This is an optimization exercise on Yosys and OpenROAD, whose aim is small area and a short achievable clock period, not a production implementation. No functional check of the RTL was part of any run shown here.

==> flow/design.v, too long to show whole: its modules and the start of the top module <==
// module ConvEngine: 581 lines
module ConvEngine (
    input         clk,
    input         rst,
    input  [31:0] DMAport,
    input         acc_enable,
    input         acc_clear,
    output [31:0] result
);
  // ...
==> flow/run.sh <==
#!/bin/bash
# synth_recipe.tcl (not shown) runs the flow's synth.tcl, then flattens the netlist and writes it again
# the make line also repeats each setting of config.mk as NAME=value (left out here)
make -C /OpenROAD-flow-scripts/flow DESIGN_CONFIG=/design/flow/config.mk WORK_HOME=/design/flow/orfs CLKGATE_MAP_FILE= SYNTH_SCRIPT=/design/flow/synth_recipe.tcl finish
==> flow/config.mk <==
export PLATFORM = sky130hd
export DESIGN_NAME = ConvEngine
export DESIGN_NICKNAME = ConvEngine
export VERILOG_FILES = /design/flow/design.v
export SDC_FILE = /design/flow/constraint.sdc
export NUM_CORES = 4
export LEC_CHECK = 0
export ABC_CLOCK_PERIOD_IN_PS = 2500
export CAP_MARGIN = 20
export CORE_MARGIN = 2
export CORE_UTILIZATION = 40
export SETUP_SLACK_MARGIN = 4.5
export SLEW_MARGIN = 20
==> flow/constraint.sdc <==
create_clock -name core_clock -period 10.0 [get_ports {clk}]
set_input_delay 2.0000 -clock core_clock [delete_from_list [all_inputs] [get_ports {clk}]]
set_output_delay 2.0000 -clock core_clock [all_outputs]
set_load 0.01 [all_outputs]
==> results.env, run 1 <==
CRITPATHREQUIREDTIME_NS=8.00
PLACED_CELLS_INCL_TAPS=2454
MAX_FREQ_MHz=187
MET1WIRELENGTH_MM=22.2
CRIT_FAMILY='compound AO/OA/AOI/OAI gates'
NONCLOCKBUFFERCOUNT=98
DETAILROUTE.WIRELENGTH.MET3_MM=2.35
FINAL.PERIOD_UTILIZATION_PCT=53.4
CLOCK_TREE_AREA_FRACTION_PCT=5.12
DRT-TOTAL-WL_MM=47.7
SYNTH_ASYNC_SR_FLOP_SHARE_PCT=52.0
YOSYSTOPAREACELL='edfxtp_1'
CRIT_PATH_START='acc_s[2]'
TIMING.CRITICAL_PATH.SLOWEST_CELL_DELAY_NS=0.44
SLEW_HEADROOM_PCT=37.4
SYNTH.MUX.AREA_FRACTION_PCT=1.85
H-TREE-DEPTH=2
POSTSYNTHNETCOUNT=2076
DOMINANTREGCELLSYNTH='dfrtp_1'
FIN_WORST_SKEW_NS=0.0138
ROUTED_LENGTH_ON_MET2_MM=22.1
GRTUSAGETOTAL_PCT=18.6
FINAL.SIGNAL_INVERTER_COUNT=182
FIN_TNS_SETUP_NS=0
YOSYS_WARNINGS=1
GP_CONGESTION=0.896
STATUS='complete, no violations'
MULTI_INPUT_COMB_AREA_UM2=10800
GRT_PASS1_VIAS=13813
POSTLAYOUTCELLAREA_UM2=22600
MET1_USAGE_PCT=26.4
==> run 2, diff against run 1 <==
--- a/flow/design.v
+++ b/flow/design.v
@@ -4,17 +4,17 @@
     input  [31:0] DMAport,
     input         acc_enable,
     input         acc_clear,
     output [31:0] result
 );
   reg  [23:0] R0, R1, R2, R3, R4, R5;
   reg  [5:0]  z;               
   reg  [2:0]  lr;              
-  reg  [31:0] acc_s, acc_c;    
+  reg  [31:0] acc_p, acc_g;    
   wire       wr  = DMAport[7];
   wire [2:0] sel = DMAport[2:0];
   wire [23:0] data = DMAport[31:8];
   wire       valid = wr & (sel < 3'd6);
   always @(posedge clk) begin
     if (wr) begin
       case (sel)
         3'd0: R0 <= data;
@@ -73,17 +73,16 @@
       XP <= xp_n;
       bo <= bo_n;
       bt <= bt_n;
       bn <= bn_n;
       bc <= bc_n;
     end
   end
   wire [23:0] pix = XP;
-  wire [31:0] early;
   wire n1 = (((bo[0] & pix[16])) ^ bn[0]);
   wire n2 = (((bo[0] & pix[17]) | (bt[0] & pix[16])) ^ bn[0]);
   wire n3 = (((bo[0] & pix[18]) | (bt[0] & pix[17])) ^ bn[0]);
   wire n4 = (((bo[0] & pix[19]) | (bt[0] & pix[18])) ^ bn[0]);
   wire n5 = (((bo[0] & pix[20]) | (bt[0] & pix[19])) ^ bn[0]);
   wire n6 = (((bo[0] & pix[21]) | (bt[0] & pix[20])) ^ bn[0]);
   wire n7 = (((bo[0] & pix[22]) | (bt[0] & pix[21])) ^ bn[0]);
   wire n8 = (((bo[0] & pix[23]) | (bt[0] & pix[22])) ^ bn[0]);
@@ -376,120 +375,120 @@
   wire n295 = n234 ^ n265 ^ n264;
   wire n296 = (n234 & n265) | (n234 & n264) | (n265 & n264);
   wire n297 = n238 ^ n267 ^ n266;
   wire n298 = (n238 & n267) | (n238 & n266) | (n267 & n266);
   wire n299 = n240 ^ n269 ^ n268;
   wire n300 = (n240 & n269) | (n240 & n268) | (n269 & n268);
   wire [18:0] t1a = {1'b0, 1'b0, 1'b1, n270, n299, n297, n295, n293, n291, n289, n287, n285, n283, n281, n279, n277, n275, n273, n271};
   wire [18:0] t1b = {1'b0, 1'b0, 1'b0, n300, n298, n296, n294, n292, n290, n288, n286, n284, n282, n280, n278, n276, n274, n272, n241};
-  wire n301 = acc_s[17] ^ acc_c[17];
-  wire n302 = acc_s[17] & acc_c[17];
-  wire n303 = acc_s[0] ^ acc_c[0];
-  wire n304 = acc_s[0] & acc_c[0];
-  wire n305 = acc_s[1] ^ acc_c[1] ^ X[1];
-  wire n306 = (acc_s[1] & acc_c[1]) | (acc_s[1] & X[1]) | (acc_c[1] & X[1]);
-  wire n307 = acc_s[2] ^ acc_c[2] ^ X[2];
-  wire n308 = (acc_s[2] & acc_c[2]) | (acc_s[2] & X[2]) | (acc_c[2] & X[2]);
-  wire n309 = acc_s[3] ^ acc_c[3] ^ X[3];
-  wire n310 = (acc_s[3] & acc_c[3]) | (acc_s[3] & X[3]) | (acc_c[3] & X[3]);
-  wire n311 = acc_s[4] ^ acc_c[4] ^ X[4];
-  wire n312 = (acc_s[4] & acc_c[4]) | (acc_s[4] & X[4]) | (acc_c[4] & X[4]);
-  wire n313 = acc_s[5] ^ acc_c[5] ^ X[5];
-  wire n314 = (acc_s[5] & acc_c[5]) | (acc_s[5] & X[5]) | (acc_c[5] & X[5]);
-  wire n315 = acc_s[6] ^ acc_c[6] ^ X[6];
-  wire n316 = (acc_s[6] & acc_c[6]) | (acc_s[6] & X[6]) | (acc_c[6] & X[6]);
-  wire n317 = acc_s[7] ^ acc_c[7] ^ X[7];
-  wire n318 = (acc_s[7] & acc_c[7]) | (acc_s[7] & X[7]) | (acc_c[7] & X[7]);
-  wire n319 = acc_s[8] ^ acc_c[8] ^ X[8];
-  wire n320 = (acc_s[8] & acc_c[8]) | (acc_s[8] & X[8]) | (acc_c[8] & X[8]);
-  wire n321 = acc_s[9] ^ acc_c[9] ^ X[9];
-  wire n322 = (acc_s[9] & acc_c[9]) | (acc_s[9] & X[9]) | (acc_c[9] & X[9]);
-  wire n323 = acc_s[10] ^ acc_c[10] ^ X[10];
-  wire n324 = (acc_s[10] & acc_c[10]) | (acc_s[10] & X[10]) | (acc_c[10] & X[10]);
-  wire n325 = acc_s[11] ^ acc_c[11] ^ X[11];
-  wire n326 = (acc_s[11] & acc_c[11]) | (acc_s[11] & X[11]) | (acc_c[11] & X[11]);
-  wire n327 = acc_s[12] ^ acc_c[12] ^ X[12];
-  wire n328 = (acc_s[12] & acc_c[12]) | (acc_s[12] & X[12]) | (acc_c[12] & X[12]);
-  wire n329 = acc_s[13] ^ acc_c[13] ^ X[13];
-  wire n330 = (acc_s[13] & acc_c[13]) | (acc_s[13] & X[13]) | (acc_c[13] & X[13]);
-  wire n331 = acc_s[14] ^ acc_c[14] ^ X[14];
-  wire n332 = (acc_s[14] & acc_c[14]) | (acc_s[14] & X[14]) | (acc_c[14] & X[14]);
-  wire n333 = acc_s[15] ^ acc_c[15] ^ X[15];
-  wire n334 = (acc_s[15] & acc_c[15]) | (acc_s[15] & X[15]) | (acc_c[15] & X[15]);
-  wire n335 = acc_s[16] ^ acc_c[16] ^ X[16];
-  wire n336 = (acc_s[16] & acc_c[16]) | (acc_s[16] & X[16]) | (acc_c[16] & X[16]);
-  wire n337 = 1'b1 ^ X[17] ^ Y[17];
-  wire n338 = (1'b1 & X[17]) | (1'b1 & Y[17]) | (X[17] & Y[17]);
-  wire n339 = acc_s[18] ^ acc_c[18];
-  wire n340 = acc_s[18] & acc_c[18];
-  wire n341 = acc_s[19] ^ acc_c[19];
-  wire n342 = acc_s[19] & acc_c[19];
-  wire n343 = acc_s[20] ^ acc_c[20];
-  wire n344 = acc_s[20] & acc_c[20];
-  wire n345 = acc_s[21] ^ acc_c[21];
-  wire n346 = acc_s[21] & acc_c[21];
-  wire n347 = acc_s[22] ^ acc_c[22];
-  wire n348 = acc_s[22] & acc_c[22];
-  wire n349 = acc_s[23] ^ acc_c[23];
-  wire n350 = acc_s[23] & acc_c[23];
-  wire n351 = acc_s[24] ^ acc_c[24];
-  wire n352 = acc_s[24] & acc_c[24];
-  wire n353 = acc_s[25] ^ acc_c[25];
-  wire n354 = acc_s[25] & acc_c[25];
-  wire n355 = acc_s[26] ^ acc_c[26];
-  wire n356 = acc_s[26] & acc_c[26];
-  wire n357 = acc_s[27] ^ acc_c[27];
-  wire n358 = acc_s[27] & acc_c[27];
-  wire n359 = acc_s[28] ^ acc_c[28];
-  wire n360 = acc_s[28] & acc_c[28];
-  wire n361 = acc_s[29] ^ acc_c[29];
-  wire n362 = acc_s[29] & acc_c[29];
-  wire n363 = acc_s[30] ^ acc_c[30];
-  wire n364 = acc_s[30] & acc_c[30];
-  wire n365 = acc_s[31] ^ acc_c[31];
-  wire n366 = acc_s[31] & acc_c[31];
-  wire n367 = X[0] ^ Y[0];
-  wire n368 = X[0] & Y[0];
-  wire n369 = Y[1] ^ n304 ^ n305;
-  wire n370 = (Y[1] & n304) | (Y[1] & n305) | (n304 & n305);
-  wire n371 = Y[2] ^ n306 ^ n307;
-  wire n372 = (Y[2] & n306) | (Y[2] & n307) | (n306 & n307);
-  wire n373 = Y[3] ^ n308 ^ n309;
-  wire n374 = (Y[3] & n308) | (Y[3] & n309) | (n308 & n309);
-  wire n375 = Y[4] ^ n310 ^ n311;
-  wire n376 = (Y[4] & n310) | (Y[4] & n311) | (n310 & n311);
-  wire n377 = Y[5] ^ n312 ^ n313;
-  wire n378 = (Y[5] & n312) | (Y[5] & n313) | (n312 & n313);
-  wire n379 = Y[6] ^ n314 ^ n315;
-  wire n380 = (Y[6] & n314) | (Y[6] & n315) | (n314 & n315);
-  wire n381 = Y[7] ^ n316 ^ n317;
-  wire n382 = (Y[7] & n316) | (Y[7] & n317) | (n316 & n317);
-  wire n383 = Y[8] ^ n318 ^ n319;
-  wire n384 = (Y[8] & n318) | (Y[8] & n319) | (n318 & n319);
-  wire n385 = Y[9] ^ n320 ^ n321;
-  wire n386 = (Y[9] & n320) | (Y[9] & n321) | (n320 & n321);
-  wire n387 = Y[10] ^ n322 ^ n323;
-  wire n388 = (Y[10] & n322) | (Y[10] & n323) | (n322 & n323);
-  wire n389 = Y[11] ^ n324 ^ n325;
-  wire n390 = (Y[11] & n324) | (Y[11] & n325) | (n324 & n325);
-  wire n391 = Y[12] ^ n326 ^ n327;
-  wire n392 = (Y[12] & n326) | (Y[12] & n327) | (n326 & n327);
-  wire n393 = Y[13] ^ n328 ^ n329;
-  wire n394 = (Y[13] & n328) | (Y[13] & n329) | (n328 & n329);
-  wire n395 = Y[14] ^ n330 ^ n331;
-  wire n396 = (Y[14] & n330) | (Y[14] & n331) | (n330 & n331);
-  wire n397 = Y[15] ^ n332 ^ n333;
-  wire n398 = (Y[15] & n332) | (Y[15] & n333) | (n332 & n333);
-  wire n399 = Y[16] ^ n334 ^ n335;
-  wire n400 = (Y[16] & n334) | (Y[16] & n335) | (n334 & n335);
-  wire n401 = n301 ^ n336 ^ n337;
-  wire n402 = (n301 & n336) | (n301 & n337) | (n336 & n337);
-  wire n403 = n302 ^ n339 ^ n338;
-  wire n404 = (n302 & n339) | (n302 & n338) | (n339 & n338);
+  wire n301 = acc_p[17] ^ acc_g[16];
+  wire n302 = acc_p[17] & acc_g[16];
+  wire n303 = acc_p[1] ^ acc_g[0];
+  wire n304 = acc_p[1] & acc_g[0];
+  wire n305 = acc_p[2] ^ acc_g[1] ^ X[2];
+  wire n306 = (acc_p[2] & acc_g[1]) | (acc_p[2] & X[2]) | (acc_g[1] & X[2]);
+  wire n307 = acc_p[3] ^ acc_g[2] ^ X[3];
+  wire n308 = (acc_p[3] & acc_g[2]) | (acc_p[3] & X[3]) | (acc_g[2] & X[3]);
+  wire n309 = acc_p[4] ^ acc_g[3] ^ X[4];
+  wire n310 = (acc_p[4] & acc_g[3]) | (acc_p[4] & X[4]) | (acc_g[3] & X[4]);
+  wire n311 = acc_p[5] ^ acc_g[4] ^ X[5];
+  wire n312 = (acc_p[5] & acc_g[4]) | (acc_p[5] & X[5]) | (acc_g[4] & X[5]);
+  wire n313 = acc_p[6] ^ acc_g[5] ^ X[6];
+  wire n314 = (acc_p[6] & acc_g[5]) | (acc_p[6] & X[6]) | (acc_g[5] & X[6]);
+  wire n315 = acc_p[7] ^ acc_g[6] ^ X[7];
+  wire n316 = (acc_p[7] & acc_g[6]) | (acc_p[7] & X[7]) | (acc_g[6] & X[7]);
+  wire n317 = acc_p[8] ^ acc_g[7] ^ X[8];
+  wire n318 = (acc_p[8] & acc_g[7]) | (acc_p[8] & X[8]) | (acc_g[7] & X[8]);
+  wire n319 = acc_p[9] ^ acc_g[8] ^ X[9];
+  wire n320 = (acc_p[9] & acc_g[8]) | (acc_p[9] & X[9]) | (acc_g[8] & X[9]);
+  wire n321 = acc_p[10] ^ acc_g[9] ^ X[10];
+  wire n322 = (acc_p[10] & acc_g[9]) | (acc_p[10] & X[10]) | (acc_g[9] & X[10]);
+  wire n323 = acc_p[11] ^ acc_g[10] ^ X[11];
+  wire n324 = (acc_p[11] & acc_g[10]) | (acc_p[11] & X[11]) | (acc_g[10] & X[11]);
+  wire n325 = acc_p[12] ^ acc_g[11] ^ X[12];
+  wire n326 = (acc_p[12] & acc_g[11]) | (acc_p[12] & X[12]) | (acc_g[11] & X[12]);
+  wire n327 = acc_p[13] ^ acc_g[12] ^ X[13];
+  wire n328 = (acc_p[13] & acc_g[12]) | (acc_p[13] & X[13]) | (acc_g[12] & X[13]);
+  wire n329 = acc_p[14] ^ acc_g[13] ^ X[14];
+  wire n330 = (acc_p[14] & acc_g[13]) | (acc_p[14] & X[14]) | (acc_g[13] & X[14]);
+  wire n331 = acc_p[15] ^ acc_g[14] ^ X[15];
+  wire n332 = (acc_p[15] & acc_g[14]) | (acc_p[15] & X[15]) | (acc_g[14] & X[15]);
+  wire n333 = acc_p[16] ^ acc_g[15] ^ X[16];
+  wire n334 = (acc_p[16] & acc_g[15]) | (acc_p[16] & X[16]) | (acc_g[15] & X[16]);
+  wire n335 = 1'b1 ^ X[17] ^ Y[17];
+  wire n336 = (1'b1 & X[17]) | (1'b1 & Y[17]) | (X[17] & Y[17]);
+  wire n337 = acc_p[18] ^ acc_g[17];
+  wire n338 = acc_p[18] & acc_g[17];
+  wire n339 = acc_p[19] ^ acc_g[18];
+  wire n340 = acc_p[19] & acc_g[18];
+  wire n341 = acc_p[20] ^ acc_g[19];
+  wire n342 = acc_p[20] & acc_g[19];
+  wire n343 = acc_p[21] ^ acc_g[20];
+  wire n344 = acc_p[21] & acc_g[20];
+  wire n345 = acc_p[22] ^ acc_g[21];
+  wire n346 = acc_p[22] & acc_g[21];
+  wire n347 = acc_p[23] ^ acc_g[22];
+  wire n348 = acc_p[23] & acc_g[22];
+  wire n349 = acc_p[24] ^ acc_g[23];
+  wire n350 = acc_p[24] & acc_g[23];
+  wire n351 = acc_p[25] ^ acc_g[24];
+  wire n352 = acc_p[25] & acc_g[24];
+  wire n353 = acc_p[26] ^ acc_g[25];
+  wire n354 = acc_p[26] & acc_g[25];
+  wire n355 = acc_p[27] ^ acc_g[26];
+  wire n356 = acc_p[27] & acc_g[26];
+  wire n357 = acc_p[28] ^ acc_g[27];
+  wire n358 = acc_p[28] & acc_g[27];
+  wire n359 = acc_p[29] ^ acc_g[28];
+  wire n360 = acc_p[29] & acc_g[28];
+  wire n361 = acc_p[30] ^ acc_g[29];
+  wire n362 = acc_p[30] & acc_g[29];
+  wire n363 = acc_p[31] ^ acc_g[30];
+  wire n364 = acc_p[31] & acc_g[30];
+  wire n365 = acc_p[0] ^ X[0];
+  wire n366 = acc_p[0] & X[0];
+  wire n367 = X[1] ^ Y[1] ^ n303;
+  wire n368 = (X[1] & Y[1]) | (X[1] & n303) | (Y[1] & n303);
+  wire n369 = Y[2] ^ n304 ^ n305;
+  wire n370 = (Y[2] & n304) | (Y[2] & n305) | (n304 & n305);
+  wire n371 = Y[3] ^ n306 ^ n307;
+  wire n372 = (Y[3] & n306) | (Y[3] & n307) | (n306 & n307);
+  wire n373 = Y[4] ^ n308 ^ n309;
+  wire n374 = (Y[4] & n308) | (Y[4] & n309) | (n308 & n309);
+  wire n375 = Y[5] ^ n310 ^ n311;
+  wire n376 = (Y[5] & n310) | (Y[5] & n311) | (n310 & n311);
+  wire n377 = Y[6] ^ n312 ^ n313;
+  wire n378 = (Y[6] & n312) | (Y[6] & n313) | (n312 & n313);
+  wire n379 = Y[7] ^ n314 ^ n315;
+  wire n380 = (Y[7] & n314) | (Y[7] & n315) | (n314 & n315);
+  wire n381 = Y[8] ^ n316 ^ n317;
+  wire n382 = (Y[8] & n316) | (Y[8] & n317) | (n316 & n317);
+  wire n383 = Y[9] ^ n318 ^ n319;
+  wire n384 = (Y[9] & n318) | (Y[9] & n319) | (n318 & n319);
+  wire n385 = Y[10] ^ n320 ^ n321;
+  wire n386 = (Y[10] & n320) | (Y[10] & n321) | (n320 & n321);
+  wire n387 = Y[11] ^ n322 ^ n323;
+  wire n388 = (Y[11] & n322) | (Y[11] & n323) | (n322 & n323);
+  wire n389 = Y[12] ^ n324 ^ n325;
+  wire n390 = (Y[12] & n324) | (Y[12] & n325) | (n324 & n325);
+  wire n391 = Y[13] ^ n326 ^ n327;
+  wire n392 = (Y[13] & n326) | (Y[13] & n327) | (n326 & n327);
+  wire n393 = Y[14] ^ n328 ^ n329;
+  wire n394 = (Y[14] & n328) | (Y[14] & n329) | (n328 & n329);
+  wire n395 = Y[15] ^ n330 ^ n331;
+  wire n396 = (Y[15] & n330) | (Y[15] & n331) | (n330 & n331);
+  wire n397 = Y[16] ^ n332 ^ n333;
+  wire n398 = (Y[16] & n332) | (Y[16] & n333) | (n332 & n333);
+  wire n399 = n301 ^ n334 ^ n335;
+  wire n400 = (n301 & n334) | (n301 & n335) | (n334 & n335);
+  wire n401 = n302 ^ n337 ^ n336;
+  wire n402 = (n302 & n337) | (n302 & n336) | (n337 & n336);
+  wire n403 = 1'b1 ^ n338 ^ n339;
+  wire n404 = (1'b1 & n338) | (1'b1 & n339) | (n338 & n339);
   wire n405 = 1'b1 ^ n340 ^ n341;
   wire n406 = (1'b1 & n340) | (1'b1 & n341) | (n340 & n341);
   wire n407 = 1'b1 ^ n342 ^ n343;
   wire n408 = (1'b1 & n342) | (1'b1 & n343) | (n342 & n343);
   wire n409 = 1'b1 ^ n344 ^ n345;
   wire n410 = (1'b1 & n344) | (1'b1 & n345) | (n344 & n345);
   wire n411 = 1'b1 ^ n346 ^ n347;
   wire n412 = (1'b1 & n346) | (1'b1 & n347) | (n346 & n347);
@@ -504,57 +503,374 @@
   wire n421 = 1'b1 ^ n356 ^ n357;
   wire n422 = (1'b1 & n356) | (1'b1 & n357) | (n356 & n357);
   wire n423 = 1'b1 ^ n358 ^ n359;
   wire n424 = (1'b1 & n358) | (1'b1 & n359) | (n358 & n359);
   wire n425 = 1'b1 ^ n360 ^ n361;
   wire n426 = (1'b1 & n360) | (1'b1 & n361) | (n360 & n361);
   wire n427 = 1'b1 ^ n362 ^ n363;
   wire n428 = (1'b1 & n362) | (1'b1 & n363) | (n362 & n363);
-  wire n429 = 1'b1 ^ n364 ^ n365;
-  wire n430 = (1'b1 & n364) | (1'b1 & n365) | (n364 & n365);
-  wire [31:0] e_a = {n429, n427, n425, n423, n421, n419, n417, n415, n413, n411, n409, n407, n405, n403, n401, n399, n397, n395, n393, n391, n389, n387, n385, n383, n381, n379, n377, n375, n373, n371, n369, n367};
-  wire [31:0] e_b = {n428, n426, n424, n422, n420, n418, n416, n414, n412, n410, n408, n406, n404, n402, n400, n398, n396, n394, n392, n390, n388, n386, n384, n382, n380, n378, n376, n374, n372, n370, n368, n303};
-  wire n431 = n271 ^ n241 ^ early[0];
-  wire n432 = (n271 & n241) | (n271 & early[0]) | (n241 & early[0]);
-  wire n433 = n273 ^ n272 ^ early[1];
-  wire n434 = (n273 & n272) | (n273 & early[1]) | (n272 & early[1]);
-  wire n435 = n275 ^ n274 ^ early[2];
-  wire n436 = (n275 & n274) | (n275 & early[2]) | (n274 & early[2]);
-  wire n437 = n277 ^ n276 ^ early[3];
-  wire n438 = (n277 & n276) | (n277 & early[3]) | (n276 & early[3]);
-  wire n439 = n279 ^ n278 ^ early[4];
-  wire n440 = (n279 & n278) | (n279 & early[4]) | (n278 & early[4]);
-  wire n441 = n281 ^ n280 ^ early[5];
-  wire n442 = (n281 & n280) | (n281 & early[5]) | (n280 & early[5]);
-  wire n443 = n283 ^ n282 ^ early[6];
-  wire n444 = (n283 & n282) | (n283 & early[6]) | (n282 & early[6]);
-  wire n445 = n285 ^ n284 ^ early[7];
-  wire n446 = (n285 & n284) | (n285 & early[7]) | (n284 & early[7]);
-  wire n447 = n287 ^ n286 ^ early[8];
-  wire n448 = (n287 & n286) | (n287 & early[8]) | (n286 & early[8]);
-  wire n449 = n289 ^ n288 ^ early[9];
-  wire n450 = (n289 & n288) | (n289 & early[9]) | (n288 & early[9]);
-  wire n451 = n291 ^ n290 ^ early[10];
-  wire n452 = (n291 & n290) | (n291 & early[10]) | (n290 & early[10]);
-  wire n453 = n293 ^ n292 ^ early[11];
-  wire n454 = (n293 & n292) | (n293 & early[11]) | (n292 & early[11]);
-  wire n455 = n295 ^ n294 ^ early[12];
-  wire n456 = (n295 & n294) | (n295 & early[12]) | (n294 & early[12]);
-  wire n457 = n297 ^ n296 ^ early[13];
-  wire n458 = (n297 & n296) | (n297 & early[13]) | (n296 & early[13]);
-  wire n459 = n299 ^ n298 ^ early[14];
-  wire n460 = (n299 & n298) | (n299 & early[14]) | (n298 & early[14]);
-  wire n461 = n270 ^ n300 ^ early[15];
-  wire n462 = (n270 & n300) | (n270 & early[15]) | (n300 & early[15]);
-  wire n463 = 1'b1 ^ early[16];
-  wire n464 = 1'b1 & early[16];
-  wire [31:0] t2a = {early[31], early[30], early[29], early[28], early[27], early[26], early[25], early[24], early[23], early[22], early[21], early[20], early[19], early[18], n464, n462, n460, n458, n456, n454, n452, n450, n448, n446, n444, n442, n440, n438, n436, n434, n432, n431};
-  wire [31:0] t2b = {1'b0, 1'b0, 1'b0, 1'b0, 1'b0, 1'b0, 1'b0, 1'b0, 1'b0, 1'b0, 1'b0, 1'b0, 1'b0, 1'b0, early[17], n463, n461, n459, n457, n455, n453, n451, n449, n447, n445, n443, n441, n439, n437, n435, n433, 1'b0};
-  assign early = e_a + e_b;
+  wire n429 = ((n367) & (n366)) | (((n367) ^ (n366)) & ((n365) & (Y[0])));
+  wire n430 = ((n367) ^ (n366)) & ((n365) ^ (Y[0]));
+  wire n431 = ((n371) & (n370)) | (((n371) ^ (n370)) & ((n369) & (n368)));
+  wire n432 = ((n371) ^ (n370)) & ((n369) ^ (n368));
+  wire n433 = ((n375) & (n374)) | (((n375) ^ (n374)) & ((n373) & (n372)));
+  wire n434 = ((n375) ^ (n374)) & ((n373) ^ (n372));
+  wire n435 = ((n379) & (n378)) | (((n379) ^ (n378)) & ((n377) & (n376)));
+  wire n436 = ((n379) ^ (n378)) & ((n377) ^ (n376));
+  wire n437 = ((n383) & (n382)) | (((n383) ^ (n382)) & ((n381) & (n380)));
+  wire n438 = ((n383) ^ (n382)) & ((n381) ^ (n380));
+  wire n439 = ((n387) & (n386)) | (((n387) ^ (n386)) & ((n385) & (n384)));
+  wire n440 = ((n387) ^ (n386)) & ((n385) ^ (n384));
+  wire n441 = ((n391) & (n390)) | (((n391) ^ (n390)) & ((n389) & (n388)));
+  wire n442 = ((n391) ^ (n390)) & ((n389) ^ (n388));
+  wire n443 = ((n395) & (n394)) | (((n395) ^ (n394)) & ((n393) & (n392)));
+  wire n444 = ((n395) ^ (n394)) & ((n393) ^ (n392));
+  wire n445 = ((n399) & (n398)) | (((n399) ^ (n398)) & ((n397) & (n396)));
+  wire n446 = ((n399) ^ (n398)) & ((n397) ^ (n396));
+  wire n447 = ((n403) & (n402)) | (((n403) ^ (n402)) & ((n401) & (n400)));
+  wire n448 = ((n403) ^ (n402)) & ((n401) ^ (n400));
+  wire n449 = ((n407) & (n406)) | (((n407) ^ (n406)) & ((n405) & (n404)));
+  wire n450 = ((n407) ^ (n406)) & ((n405) ^ (n404));
+  wire n451 = ((n411) & (n410)) | (((n411) ^ (n410)) & ((n409) & (n408)));
+  wire n452 = ((n411) ^ (n410)) & ((n409) ^ (n408));
+  wire n453 = ((n415) & (n414)) | (((n415) ^ (n414)) & ((n413) & (n412)));
+  wire n454 = ((n415) ^ (n414)) & ((n413) ^ (n412));
+  wire n455 = ((n419) & (n418)) | (((n419) ^ (n418)) & ((n417) & (n416)));
+  wire n456 = ((n419) ^ (n418)) & ((n417) ^ (n416));
+  wire n457 = ((n423) & (n422)) | (((n423) ^ (n422)) & ((n421) & (n420)));
+  wire n458 = ((n423) ^ (n422)) & ((n421) ^ (n420));
+  wire n459 = ((n427) & (n426)) | (((n427) ^ (n426)) & ((n425) & (n424)));
+  wire n460 = ((n427) ^ (n426)) & ((n425) ^ (n424));
+  wire n461 = ((n369) & (n368)) | (((n369) ^ (n368)) & n429);
+  wire n462 = ((n369) ^ (n368)) & n430;
+  wire n463 = n431 | (n432 & n429);
+  wire n464 = n432 & n430;
+  wire n465 = ((n377) & (n376)) | (((n377) ^ (n376)) & n433);
+  wire n466 = ((n377) ^ (n376)) & n434;
+  wire n467 = n435 | (n436 & n433);
+  wire n468 = n436 & n434;
+  wire n469 = ((n385) & (n384)) | (((n385) ^ (n384)) & n437);
+  wire n470 = ((n385) ^ (n384)) & n438;
+  wire n471 = n439 | (n440 & n437);
+  wire n472 = n440 & n438;
+  wire n473 = ((n393) & (n392)) | (((n393) ^ (n392)) & n441);
+  wire n474 = ((n393) ^ (n392)) & n442;
+  wire n475 = n443 | (n444 & n441);
+  wire n476 = n444 & n442;
+  wire n477 = ((n401) & (n400)) | (((n401) ^ (n400)) & n445);
+  wire n478 = ((n401) ^ (n400)) & n446;
+  wire n479 = n447 | (n448 & n445);
+  wire n480 = n448 & n446;
+  wire n481 = ((n409) & (n408)) | (((n409) ^ (n408)) & n449);
+  wire n482 = ((n409) ^ (n408)) & n450;
+  wire n483 = n451 | (n452 & n449);
+  wire n484 = n452 & n450;
+  wire n485 = ((n417) & (n416)) | (((n417) ^ (n416)) & n453);
+  wire n486 = ((n417) ^ (n416)) & n454;
+  wire n487 = n455 | (n456 & n453);
+  wire n488 = n456 & n454;
+  wire n489 = ((n425) & (n424)) | (((n425) ^ (n424)) & n457);
+  wire n490 = ((n425) ^ (n424)) & n458;
+  wire n491 = n459 | (n460 & n457);
+  wire n492 = n460 & n458;
+  wire n493 = ((n373) & (n372)) | (((n373) ^ (n372)) & n463);
+  wire n494 = ((n373) ^ (n372)) & n464;
+  wire n495 = n433 | (n434 & n463);
+  wire n496 = n434 & n464;
+  wire n497 = n465 | (n466 & n463);
+  wire n498 = n466 & n464;
+  wire n499 = n467 | (n468 & n463);
+  wire n500 = n468 & n464;
+  wire n501 = ((n389) & (n388)) | (((n389) ^ (n388)) & n471);
+  wire n502 = ((n389) ^ (n388)) & n472;
+  wire n503 = n441 | (n442 & n471);
+  wire n504 = n442 & n472;
+  wire n505 = n473 | (n474 & n471);
+  wire n506 = n474 & n472;
+  wire n507 = n475 | (n476 & n471);
+  wire n508 = n476 & n472;
+  wire n509 = ((n405) & (n404)) | (((n405) ^ (n404)) & n479);
+  wire n510 = ((n405) ^ (n404)) & n480;
+  wire n511 = n449 | (n450 & n479);
+  wire n512 = n450 & n480;
+  wire n513 = n481 | (n482 & n479);
+  wire n514 = n482 & n480;
+  wire n515 = n483 | (n484 & n479);
+  wire n516 = n484 & n480;
+  wire n517 = ((n421) & (n420)) | (((n421) ^ (n420)) & n487);
+  wire n518 = ((n421) ^ (n420)) & n488;
+  wire n519 = n457 | (n458 & n487);
+  wire n520 = n458 & n488;
+  wire n521 = n489 | (n490 & n487);
+  wire n522 = n490 & n488;
+  wire n523 = n491 | (n492 & n487);
+  wire n524 = n492 & n488;
+  wire n525 = ((n381) & (n380)) | (((n381) ^ (n380)) & n499);
+  wire n526 = ((n381) ^ (n380)) & n500;
+  wire n527 = n437 | (n438 & n499);
+  wire n528 = n438 & n500;
+  wire n529 = n469 | (n470 & n499);
+  wire n530 = n470 & n500;
+  wire n531 = n471 | (n472 & n499);
+  wire n532 = n472 & n500;
+  wire n533 = n501 | (n502 & n499);
+  wire n534 = n502 & n500;
+  wire n535 = n503 | (n504 & n499);
+  wire n536 = n504 & n500;
+  wire n537 = n505 | (n506 & n499);
+  wire n538 = n506 & n500;
+  wire n539 = n507 | (n508 & n499);
+  wire n540 = n508 & n500;
+  wire n541 = ((n413) & (n412)) | (((n413) ^ (n412)) & n515);
+  wire n542 = ((n413) ^ (n412)) & n516;
+  wire n543 = n453 | (n454 & n515);
+  wire n544 = n454 & n516;
+  wire n545 = n485 | (n486 & n515);
+  wire n546 = n486 & n516;
+  wire n547 = n487 | (n488 & n515);
+  wire n548 = n488 & n516;
+  wire n549 = n517 | (n518 & n515);
+  wire n550 = n518 & n516;
+  wire n551 = n519 | (n520 & n515);
+  wire n552 = n520 & n516;
+  wire n553 = n521 | (n522 & n515);
+  wire n554 = n522 & n516;
+  wire n555 = n523 | (n524 & n515);
+  wire n556 = n524 & n516;
+  wire n557 = ((n397) & (n396)) | (((n397) ^ (n396)) & n539);
+  wire n558 = ((n397) ^ (n396)) & n540;
+  wire n559 = n445 | (n446 & n539);
+  wire n560 = n446 & n540;
+  wire n561 = n477 | (n478 & n539);
+  wire n562 = n478 & n540;
+  wire n563 = n479 | (n480 & n539);
+  wire n564 = n480 & n540;
+  wire n565 = n509 | (n510 & n539);
+  wire n566 = n510 & n540;
+  wire n567 = n511 | (n512 & n539);
+  wire n568 = n512 & n540;
+  wire n569 = n513 | (n514 & n539);
+  wire n570 = n514 & n540;
+  wire n571 = n515 | (n516 & n539);
+  wire n572 = n516 & n540;
+  wire n573 = n541 | (n542 & n539);
+  wire n574 = n542 & n540;
+  wire n575 = n543 | (n544 & n539);
+  wire n576 = n544 & n540;
+  wire n577 = n545 | (n546 & n539);
+  wire n578 = n546 & n540;
+  wire n579 = n547 | (n548 & n539);
+  wire n580 = n548 & n540;
+  wire n581 = n549 | (n550 & n539);
+  wire n582 = n550 & n540;
+  wire n583 = n551 | (n552 & n539);
+  wire n584 = n552 & n540;
+  wire n585 = n553 | (n554 & n539);
+  wire n586 = n554 & n540;
+  wire n587 = n555 | (n556 & n539);
+  wire n588 = n556 & n540;
+  wire [31:0] early = {(((n427) ^ (n426)) ^ n585), (((n425) ^ (n424)) ^ n583), (((n423) ^ (n422)) ^ n581), (((n421) ^ (n420)) ^ n579), (((n419) ^ (n418)) ^ n577), (((n417) ^ (n416)) ^ n575), (((n415) ^ (n414)) ^ n573), (((n413) ^ (n412)) ^ n571), (((n411) ^ (n410)) ^ n569), (((n409) ^ (n408)) ^ n567), (((n407) ^ (n406)) ^ n565), (((n405) ^ (n404)) ^ n563), (((n403) ^ (n402)) ^ n561), (((n401) ^ (n400)) ^ n559), (((n399) ^ (n398)) ^ n557), (((n397) ^ (n396)) ^ n539), (((n395) ^ (n394)) ^ n537), (((n393) ^ (n392)) ^ n535), (((n391) ^ (n390)) ^ n533), (((n389) ^ (n388)) ^ n531), (((n387) ^ (n386)) ^ n529), (((n385) ^ (n384)) ^ n527), (((n383) ^ (n382)) ^ n525), (((n381) ^ (n380)) ^ n499), (((n379) ^ (n378)) ^ n497), (((n377) ^ (n376)) ^ n495), (((n375) ^ (n374)) ^ n493), (((n373) ^ (n372)) ^ n463), (((n371) ^ (n370)) ^ n461), (((n369) ^ (n368)) ^ n429), (((n367) ^ (n366)) ^ ((n365) & (Y[0]))), ((n365) ^ (Y[0]))};
+  wire n589 = n271 ^ n241 ^ early[0];
+  wire n590 = (n271 & n241) | (n271 & early[0]) | (n241 & early[0]);
+  wire n591 = n273 ^ n272 ^ early[1];
+  wire n592 = (n273 & n272) | (n273 & early[1]) | (n272 & early[1]);
+  wire n593 = n275 ^ n274 ^ early[2];
+  wire n594 = (n275 & n274) | (n275 & early[2]) | (n274 & early[2]);
+  wire n595 = n277 ^ n276 ^ early[3];
+  wire n596 = (n277 & n276) | (n277 & early[3]) | (n276 & early[3]);
+  wire n597 = n279 ^ n278 ^ early[4];
+  wire n598 = (n279 & n278) | (n279 & early[4]) | (n278 & early[4]);
+  wire n599 = n281 ^ n280 ^ early[5];
+  wire n600 = (n281 & n280) | (n281 & early[5]) | (n280 & early[5]);
+  wire n601 = n283 ^ n282 ^ early[6];
+  wire n602 = (n283 & n282) | (n283 & early[6]) | (n282 & early[6]);
+  wire n603 = n285 ^ n284 ^ early[7];
+  wire n604 = (n285 & n284) | (n285 & early[7]) | (n284 & early[7]);
+  wire n605 = n287 ^ n286 ^ early[8];
+  wire n606 = (n287 & n286) | (n287 & early[8]) | (n286 & early[8]);
+  wire n607 = n289 ^ n288 ^ early[9];
+  wire n608 = (n289 & n288) | (n289 & early[9]) | (n288 & early[9]);
+  wire n609 = n291 ^ n290 ^ early[10];
+  wire n610 = (n291 & n290) | (n291 & early[10]) | (n290 & early[10]);
+  wire n611 = n293 ^ n292 ^ early[11];
+  wire n612 = (n293 & n292) | (n293 & early[11]) | (n292 & early[11]);
+  wire n613 = n295 ^ n294 ^ early[12];
+  wire n614 = (n295 & n294) | (n295 & early[12]) | (n294 & early[12]);
+  wire n615 = n297 ^ n296 ^ early[13];
+  wire n616 = (n297 & n296) | (n297 & early[13]) | (n296 & early[13]);
+  wire n617 = n299 ^ n298 ^ early[14];
+  wire n618 = (n299 & n298) | (n299 & early[14]) | (n298 & early[14]);
+  wire n619 = n270 ^ n300 ^ early[15];
+  wire n620 = (n270 & n300) | (n270 & early[15]) | (n300 & early[15]);
+  wire n621 = 1'b1 ^ early[16];
+  wire n622 = 1'b1 & early[16];
+  wire [31:0] t2p = {early[31], early[30], early[29], early[28], early[27], early[26], early[25], early[24], early[23], early[22], early[21], early[20], early[19], early[18], (n622 ^ early[17]), (n620 ^ n621), (n618 ^ n619), (n616 ^ n617), (n614 ^ n615), (n612 ^ n613), (n610 ^ n611), (n608 ^ n609), (n606 ^ n607), (n604 ^ n605), (n602 ^ n603), (n600 ^ n601), (n598 ^ n599), (n596 ^ n597), (n594 ^ n595), (n592 ^ n593), (n590 ^ n591), n589};
+  wire [31:0] t2g = {1'b0, 1'b0, 1'b0, 1'b0, 1'b0, 1'b0, 1'b0, 1'b0, 1'b0, 1'b0, 1'b0, 1'b0, 1'b0, 1'b0, (n622 & early[17]), (n620 & n621), (n618 & n619), (n616 & n617), (n614 & n615), (n612 & n613), (n610 & n611), (n608 & n609), (n606 & n607), (n604 & n605), (n602 & n603), (n600 & n601), (n598 & n599), (n596 & n597), (n594 & n595), (n592 & n593), (n590 & n591), 1'b0};
+  wire n623 = acc_g[1] | (acc_p[1] & acc_g[0]);
+  wire n624 = acc_p[1] & acc_p[0];
+  wire n625 = acc_g[3] | (acc_p[3] & acc_g[2]);
+  wire n626 = acc_p[3] & acc_p[2];
+  wire n627 = acc_g[5] | (acc_p[5] & acc_g[4]);
+  wire n628 = acc_p[5] & acc_p[4];
+  wire n629 = acc_g[7] | (acc_p[7] & acc_g[6]);
+  wire n630 = acc_p[7] & acc_p[6];
+  wire n631 = acc_g[9] | (acc_p[9] & acc_g[8]);
+  wire n632 = acc_p[9] & acc_p[8];
+  wire n633 = acc_g[11] | (acc_p[11] & acc_g[10]);
+  wire n634 = acc_p[11] & acc_p[10];
+  wire n635 = acc_g[13] | (acc_p[13] & acc_g[12]);
+  wire n636 = acc_p[13] & acc_p[12];
+  wire n637 = acc_g[15] | (acc_p[15] & acc_g[14]);
+  wire n638 = acc_p[15] & acc_p[14];
+  wire n639 = acc_g[17] | (acc_p[17] & acc_g[16]);
+  wire n640 = acc_p[17] & acc_p[16];
+  wire n641 = acc_g[19] | (acc_p[19] & acc_g[18]);
+  wire n642 = acc_p[19] & acc_p[18];
+  wire n643 = acc_g[21] | (acc_p[21] & acc_g[20]);
+  wire n644 = acc_p[21] & acc_p[20];
+  wire n645 = acc_g[23] | (acc_p[23] & acc_g[22]);
+  wire n646 = acc_p[23] & acc_p[22];
+  wire n647 = acc_g[25] | (acc_p[25] & acc_g[24]);
+  wire n648 = acc_p[25] & acc_p[24];
+  wire n649 = acc_g[27] | (acc_p[27] & acc_g[26]);
+  wire n650 = acc_p[27] & acc_p[26];
+  wire n651 = acc_g[29] | (acc_p[29] & acc_g[28]);
+  wire n652 = acc_p[29] & acc_p[28];
+  wire n653 = acc_g[31] | (acc_p[31] & acc_g[30]);
+  wire n654 = acc_p[31] & acc_p[30];
+  wire n655 = acc_g[2] | (acc_p[2] & n623);
+  wire n656 = acc_p[2] & n624;
+  wire n657 = n625 | (n626 & n623);
+  wire n658 = n626 & n624;
+  wire n659 = acc_g[6] | (acc_p[6] & n627);
+  wire n660 = acc_p[6] & n628;
+  wire n661 = n629 | (n630 & n627);
+  wire n662 = n630 & n628;
+  wire n663 = acc_g[10] | (acc_p[10] & n631);
+  wire n664 = acc_p[10] & n632;
+  wire n665 = n633 | (n634 & n631);
+  wire n666 = n634 & n632;
+  wire n667 = acc_g[14] | (acc_p[14] & n635);
+  wire n668 = acc_p[14] & n636;
+  wire n669 = n637 | (n638 & n635);
+  wire n670 = n638 & n636;
+  wire n671 = acc_g[18] | (acc_p[18] & n639);
+  wire n672 = acc_p[18] & n640;
+  wire n673 = n641 | (n642 & n639);
+  wire n674 = n642 & n640;
+  wire n675 = acc_g[22] | (acc_p[22] & n643);
+  wire n676 = acc_p[22] & n644;
+  wire n677 = n645 | (n646 & n643);
+  wire n678 = n646 & n644;
+  wire n679 = acc_g[26] | (acc_p[26] & n647);
+  wire n680 = acc_p[26] & n648;
+  wire n681 = n649 | (n650 & n647);
+  wire n682 = n650 & n648;
+  wire n683 = acc_g[30] | (acc_p[30] & n651);
+  wire n684 = acc_p[30] & n652;
+  wire n685 = n653 | (n654 & n651);
+  wire n686 = n654 & n652;
+  wire n687 = acc_g[4] | (acc_p[4] & n657);
+  wire n688 = acc_p[4] & n658;
+  wire n689 = n627 | (n628 & n657);
+  wire n690 = n628 & n658;
+  wire n691 = n659 | (n660 & n657);
+  wire n692 = n660 & n658;
+  wire n693 = n661 | (n662 & n657);
+  wire n694 = n662 & n658;
+  wire n695 = acc_g[12] | (acc_p[12] & n665);
+  wire n696 = acc_p[12] & n666;
+  wire n697 = n635 | (n636 & n665);
+  wire n698 = n636 & n666;
+  wire n699 = n667 | (n668 & n665);
+  wire n700 = n668 & n666;
+  wire n701 = n669 | (n670 & n665);
+  wire n702 = n670 & n666;
+  wire n703 = acc_g[20] | (acc_p[20] & n673);
+  wire n704 = acc_p[20] & n674;
+  wire n705 = n643 | (n644 & n673);
+  wire n706 = n644 & n674;
+  wire n707 = n675 | (n676 & n673);
+  wire n708 = n676 & n674;
+  wire n709 = n677 | (n678 & n673);
+  wire n710 = n678 & n674;
+  wire n711 = acc_g[28] | (acc_p[28] & n681);
+  wire n712 = acc_p[28] & n682;
+  wire n713 = n651 | (n652 & n681);
+  wire n714 = n652 & n682;
+  wire n715 = n683 | (n684 & n681);
+  wire n716 = n684 & n682;
+  wire n717 = n685 | (n686 & n681);
+  wire n718 = n686 & n682;
+  wire n719 = acc_g[8] | (acc_p[8] & n693);
+  wire n720 = acc_p[8] & n694;
+  wire n721 = n631 | (n632 & n693);
+  wire n722 = n632 & n694;
+  wire n723 = n663 | (n664 & n693);
+  wire n724 = n664 & n694;
+  wire n725 = n665 | (n666 & n693);
+  wire n726 = n666 & n694;
+  wire n727 = n695 | (n696 & n693);
+  wire n728 = n696 & n694;
+  wire n729 = n697 | (n698 & n693);
+  wire n730 = n698 & n694;
+  wire n731 = n699 | (n700 & n693);
+  wire n732 = n700 & n694;
+  wire n733 = n701 | (n702 & n693);
+  wire n734 = n702 & n694;
+  wire n735 = acc_g[24] | (acc_p[24] & n709);
+  wire n736 = acc_p[24] & n710;
+  wire n737 = n647 | (n648 & n709);
+  wire n738 = n648 & n710;
+  wire n739 = n679 | (n680 & n709);
+  wire n740 = n680 & n710;
+  wire n741 = n681 | (n682 & n709);
+  wire n742 = n682 & n710;
+  wire n743 = n711 | (n712 & n709);
+  wire n744 = n712 & n710;
+  wire n745 = n713 | (n714 & n709);
+  wire n746 = n714 & n710;
+  wire n747 = n715 | (n716 & n709);
+  wire n748 = n716 & n710;
+  wire n749 = n717 | (n718 & n709);
+  wire n750 = n718 & n710;
+  wire n751 = acc_g[16] | (acc_p[16] & n733);
+  wire n752 = acc_p[16] & n734;
+  wire n753 = n639 | (n640 & n733);
+  wire n754 = n640 & n734;
+  wire n755 = n671 | (n672 & n733);
+  wire n756 = n672 & n734;
+  wire n757 = n673 | (n674 & n733);
+  wire n758 = n674 & n734;
+  wire n759 = n703 | (n704 & n733);
+  wire n760 = n704 & n734;
+  wire n761 = n705 | (n706 & n733);
+  wire n762 = n706 & n734;
+  wire n763 = n707 | (n708 & n733);
+  wire n764 = n708 & n734;
+  wire n765 = n709 | (n710 & n733);
+  wire n766 = n710 & n734;
+  wire n767 = n735 | (n736 & n733);
+  wire n768 = n736 & n734;
+  wire n769 = n737 | (n738 & n733);
+  wire n770 = n738 & n734;
+  wire n771 = n739 | (n740 & n733);
+  wire n772 = n740 & n734;
+  wire n773 = n741 | (n742 & n733);
+  wire n774 = n742 & n734;
+  wire n775 = n743 | (n744 & n733);
+  wire n776 = n744 & n734;
+  wire n777 = n745 | (n746 & n733);
+  wire n778 = n746 & n734;
+  wire n779 = n747 | (n748 & n733);
+  wire n780 = n748 & n734;
+  wire n781 = n749 | (n750 & n733);
+  wire n782 = n750 & n734;
+  wire [31:0] result_sum = {(acc_p[31] ^ n779), (acc_p[30] ^ n777), (acc_p[29] ^ n775), (acc_p[28] ^ n773), (acc_p[27] ^ n771), (acc_p[26] ^ n769), (acc_p[25] ^ n767), (acc_p[24] ^ n765), (acc_p[23] ^ n763), (acc_p[22] ^ n761), (acc_p[21] ^ n759), (acc_p[20] ^ n757), (acc_p[19] ^ n755), (acc_p[18] ^ n753), (acc_p[17] ^ n751), (acc_p[16] ^ n733), (acc_p[15] ^ n731), (acc_p[14] ^ n729), (acc_p[13] ^ n727), (acc_p[12] ^ n725), (acc_p[11] ^ n723), (acc_p[10] ^ n721), (acc_p[9] ^ n719), (acc_p[8] ^ n693), (acc_p[7] ^ n691), (acc_p[6] ^ n689), (acc_p[5] ^ n687), (acc_p[4] ^ n657), (acc_p[3] ^ n655), (acc_p[2] ^ n623), (acc_p[1] ^ acc_g[0]), acc_p[0]};
   wire [17:0] dres = t1a[17:0] + t1b[17:0];
   reg  [17:0] X, Y;
   wire [2:0] lc = ~(lr | lrn);                      
   wire       c_in_x = (lc[0] | (lc[1] & lrn[2]));   
   wire [17:0] pc = c_in_x ? X : Y;
   wire       a_low = (lr[0] | (lr[1] & lc[2]));     
   always @(posedge clk or posedge rst) begin
     if (rst) begin
@@ -562,20 +878,20 @@
       Y <= 18'h20000;
     end else if (lrn != lr) begin
       X <= a_low ? dres : pc;
       Y <= a_low ? pc : dres;
     end
   end
   always @(posedge clk or posedge rst) begin
     if (rst) begin
-      acc_s <= 32'd0;
-      acc_c <= 32'd0;
+      acc_p <= 32'd0;
+      acc_g <= 32'd0;
     end else if (acc_clear) begin
-      acc_s <= 32'd0;
-      acc_c <= 32'd0;
+      acc_p <= 32'd0;
+      acc_g <= 32'd0;
     end else if (acc_enable) begin
-      acc_s <= t2a;
-      acc_c <= t2b;
+      acc_p <= t2p;
+      acc_g <= t2g;
     end
   end
-  assign result = acc_s + acc_c;
+  assign result = result_sum;
 endmodule
==> run 2 against run 1 <==
Net effect: routed wire length fell by 3.8%; clock-buffer cell count fell by 6; non-clock buffer count rose by 22; die area fell by 3.1%; sequential share of layout area increased by 0.50 points; cell area decreased by 1.3%; via count down 2.6%; critical path type is now flip-flop to flip-flop; critical endpoint is now Y[13]; largest cell class unchanged.
==> results.env, run 2 <==
REG2REGPATHDEPTH=20
SEQ_AREA_FRAC_SYNTH_PCT=42.4
TIMING.HOLD.WORST_ENDPOINT='XP[23]'
REG2REG_SETUP_SLACK_NS=4.65
DETAILROUTE.WIRELENGTH.MET3_MM=2.25  # -4.2%
SLEW_HEADROOM_PCT=38.4  # +0.96 points
WORSTHOLDPATHTYPE='flip-flop to flip-flop'
DRT_ITER0_DRC=1136
NUMPORTBUFFERS=63
SYNTH_COMMONEST_CELLS='inv_1, dfrtp_1, edfxtp_1, fa_1, nor2_1'
WHS_PATH_DEPTH=2
DOMINANTREGCELLSYNTH='dfrtp_1'
DIE-AREA_UM2=50300
YOSYS_WARNINGS=1  # unchanged
POSTCTSHOLDBUFS=0
INITIAL_CORE_UTIL_PCT=40.6
NUMBER_OF_CLOCK_SINKS=300
CP-END-KIND='flip-flop'
NUM-NETS-FINAL=2063
NETLIST-CELL-TYPE-COUNT=72
AVGSYNTHCELLAREA_UM2=11.2
GRT_PASS1_VIAS=13120  # -5.0%
CLK_PIN_SLEW_NS=0.06
PRE_CTS_SLACK_NS=4.15
GP_CONGESTION=0.878  # -2.0%
CTS-BUFFERS-INSERTED=34
POSTSYNTHREGISTERBITS=300
GRT-OVFL-TOTAL=0
GRT_ANTENNA_BEFORE_REPAIR=0
DETAIL-ROUTE-ANTENNA-NETS=0
POSTSYNTHNETCOUNT=2008  # -3.3%
LAYOUT-AREA-OVERHEAD-VS-SYNTH_PCT=15.0
CTS_BUFFER_DEPTH=3
POSTLAYOUTCOREUTIL_PCT=46.7
DIE-WIDTH_UM=224
FINAL_HOLD_VIOL_COUNT=0
RR_STARTPOINT='XP[21]'
DR_TOTAL_VIAS=13247
STARTPOINT_TYPE='flip-flop'
CRITICAL_PATH_PEAK_FANOUT=6
CTS_TREE='built'
TIMING_WORST_SETUP_PATH_TYPE='flip-flop to flip-flop'
POST_DRT_WL_PER_CELL_UM=18.9
FIN_WORST_SKEW_NS=0.0398  # +0.0260 ns
RR_ENDPOINT='Y[13]'
VIAS_PER_CELL=5.45
NUMBER_OF_FLIP_FLOPS_IN_THE_LARGEST_REGISTER=32
PLACE_HPWL_MM=32.9
RSZ0062_AT_GRT='yes'
HOLDWS_NS=0.444
MAX_FREQ_MHz=187  # -0.21%
GRTUSAGETOTAL_PCT=18.4  # -0.26 points
FP.DIEH_UM=224
DRT_PRE_ANTENNA_ITERS=8
FINAL.PERIOD_UTILIZATION_PCT=53.5  # +0.11 points
WORST-ENDPOINT-ARRIVAL_NS=5.83
STATUS='complete, no violations'
BOUNDARYPINS=68
FIRST_PASS_GRT_WIRE_LENGTH_MM=72.4
CTS_ROOT_BUF='clkbuf_16'
TIGHTESTPINTRANSITION_NS=0.924
MAX_FLOP_REGISTER='acc_p'
SYNTH_MOST_COMMON_CELL='inv_1'
TOTAL_OF_MAX_CAP_VIOLATIONS=0
MET1WIRELENGTH_MM=20.7  # -6.7%
TIMING.FINAL.MAX_SLEW_VIOLATIONS=0
FIN_TNS_SETUP_NS=0  # unchanged
SYNTH_ASYNC_SR_FLOP_SHARE_PCT=52.0  # unchanged
ROUTED_LENGTH_ON_MET2_MM=21.7  # -1.9%
PIN_COUNT_OF_THE_BIGGEST_NET_ENTERING_GLOBAL_ROUTING=65
ROUTED.TOP_LAYER='met4'
SETUP_VIOL=0
MIN_PERIOD_NS=5.35
WORSTHOLDSTART='R0[23]'
ROUTE.DETAILED.DRC=0
TOP_LIBRARY_CELLS_BY_USAGE_IN_THE_LAYOUT_FILL_AND_TAPS_ASIDE='inv_1, edfxtp_1, fa_1, nor2_1, nand2_1'
TOP_CELLS_BY_AREA_SYNTH='edfxtp_1, dfrtp_1, fa_1, ha_1, xnor2_1'
SYNTH_TOP_AREA_SHARE_PCT=22.3
CRITPATHREQUIREDTIME_NS=10.48  # +2.48 ns
POST_ROUTE_CELLS_DRIVE_ABOVE_1_SHARE_PCT=13.2
H-TREE-DEPTH=2  # unchanged
FINAL.SETUP.WORST_SLACK_NS=4.65
PLACEMENTROWS=80
YOSYSTOPAREACELL='edfxtp_1'
SYNTH-EDFF-COUNT=144
INSERTION_DELAY_NS=0.57
DRT-TOTAL-WL_MM=45.9  # -3.8%
CORE-AREA_UM2=47800
POST_SYNTH_INST_COUNT=1733
N_ANTENNA_CELL=0
MAPPEDNETLISTAREA_UM2=19400
MOST_COMMON_LIBRARY_CELL_IN_THE_LAYOUT_IGNORING_FILL_AND_TAPS='inv_1'
## run 2: cell count changes after synthesis, sizes merged, moves of 10 or more
cell / change
a21boi: -13
nand2b: -10
a222oi: -12
a21o: -20
nand2: -10
nor2: +38
a221oi: +11
a22oi: +17
o21ai: -27
buf: -18
a21oi: -28
## run 2: cell families (layout without fill, tap and decap cells)
group / Yosys count / count (layout) / share of synthesized area (%)
AOI/OAI and AO/OA: 355 / 355 / 13.4
adders and majority gates: 239 / 239 / 20.9
and+or+nand+nor: 336 / 336 / 7.53
xor gates and xnor gates: 172 / 172 / 7.76
DFF: 300 / 300 / 42.4
buffers and inverters: 286 / 367 / 5.65
muxes: 45 / 45 / 2.33
## run 2: layout make-up
cell class,instances,area [um2]
fillers,4342,25500
multi-input cells,1147,10400
flip-flops and latches,300,8280
repair buffers,120,1040
clock buffers,44,960
well taps,615,769
inverters,185,698
clock inverters,18,196
## run 2: metrics by stage
stage | instances | cell area, um2
after floorplan | 1733 | 19400
after global placement | 2329 | 20600
after detailed placement | 2330 | 20600
after CTS | 2418 | 22100
after global routing | 2429 | 22300
final | 2429 | 22300
## run 2: worst max path at each step
stage | startpoint | to | slack [ns] | cells past startpoint
after detailed placement | DMAport[0] | Y[17] | 4.15 | 10
after floorplan | bn[6] | X[14] | 4.64 | 20
final | XP[21] | Y[13] | 4.65 | 20
after global placement | DMAport[0] | Y[17] | 4.15 | 10
after CTS | acc_p[3] | result[16] | 4.51 | 10
after global routing | XP[21] | Y[14] | 4.44 | 21
## run 2: repair_timing
| item | 4_1_cts | 5_1_grt |
|---|---|---|
| endpoints found under the hold margin | 0 | 0 |
| gates cloned | 0 | 0 |
| pin swaps | 9 | 31 |
| endpoints found under the setup margin | 27 | 14 |
| resized for setup | 64 | 45 |
| setup buffers | 26 | 11 |
## run 2: metal layers
layer / track usage, % / up-vias
met5: 0 / -
met4: 5.83 / 0
met3: 2.82 / 98
met2: 29.5 / 368
met1: 25.7 / 6632
li1: - / 6149
## run 2: worst max-delay path, stage by stage (launching register included)
cell      delay [ns]
dfrtp_2         0.46
buf_4           0.16
a22oi_2         0.15
xor2_2          0.11
fa_1            0.51
fa_1            0.53
inv_1           0.06
fa_2            0.40
fa_1            0.54
inv_1           0.05
fa_1            0.51
inv_2           0.05
ha_4            0.23
a21o_1          0.20
a211oi_2        0.24
o21ai_2         0.11
nor2_2          0.16
a21boi_0        0.26
xnor2_1         0.20
o22ai_1         0.13
a21oi_1         0.20

## afterwards: timing with drivers on the ports
The flow's constraints put no driver on any port. The routed layouts listed below were extracted and timed again, unchanged, in two steps. Step 1 (the two cells are an assumption about what drives the block):
set clk [get_ports {clk}]
set_driving_cell -lib_cell sky130_fd_sc_hd__clkbuf_16 $clk
set_driving_cell -lib_cell sky130_fd_sc_hd__buf_2 [delete_from_list [all_inputs] $clk]
Step 2 also shifts input and output timing later by t, the mid clock arrival at the registers, as if the neighbouring blocks saw the same clock. Three values: ideal, step 1, step 2; two values: the first two.
| run | t (ns) | setup WS [ns] | hold WS [ns] | worst setup path after step 2 | clock arrival spread, ns |
|---|---|---|---|---|---|
| run 1 | 0.611 | 4.662 / 4.602 / 4.643 | 0.444 / 0.444 / 0.444 | input to register | 0.014 / 0.013 |
| run 2 | 0.613 | 4.651 / 4.647 / 4.290 | 0.444 / 0.444 / 0.444 | input to register | 0.043 / 0.043 |
After both steps setup and hold are still met in every run listed. For run 2, which loses most, drivers alone change the setup slack by -0.004 ns; drivers and shift together by -0.361 ns.
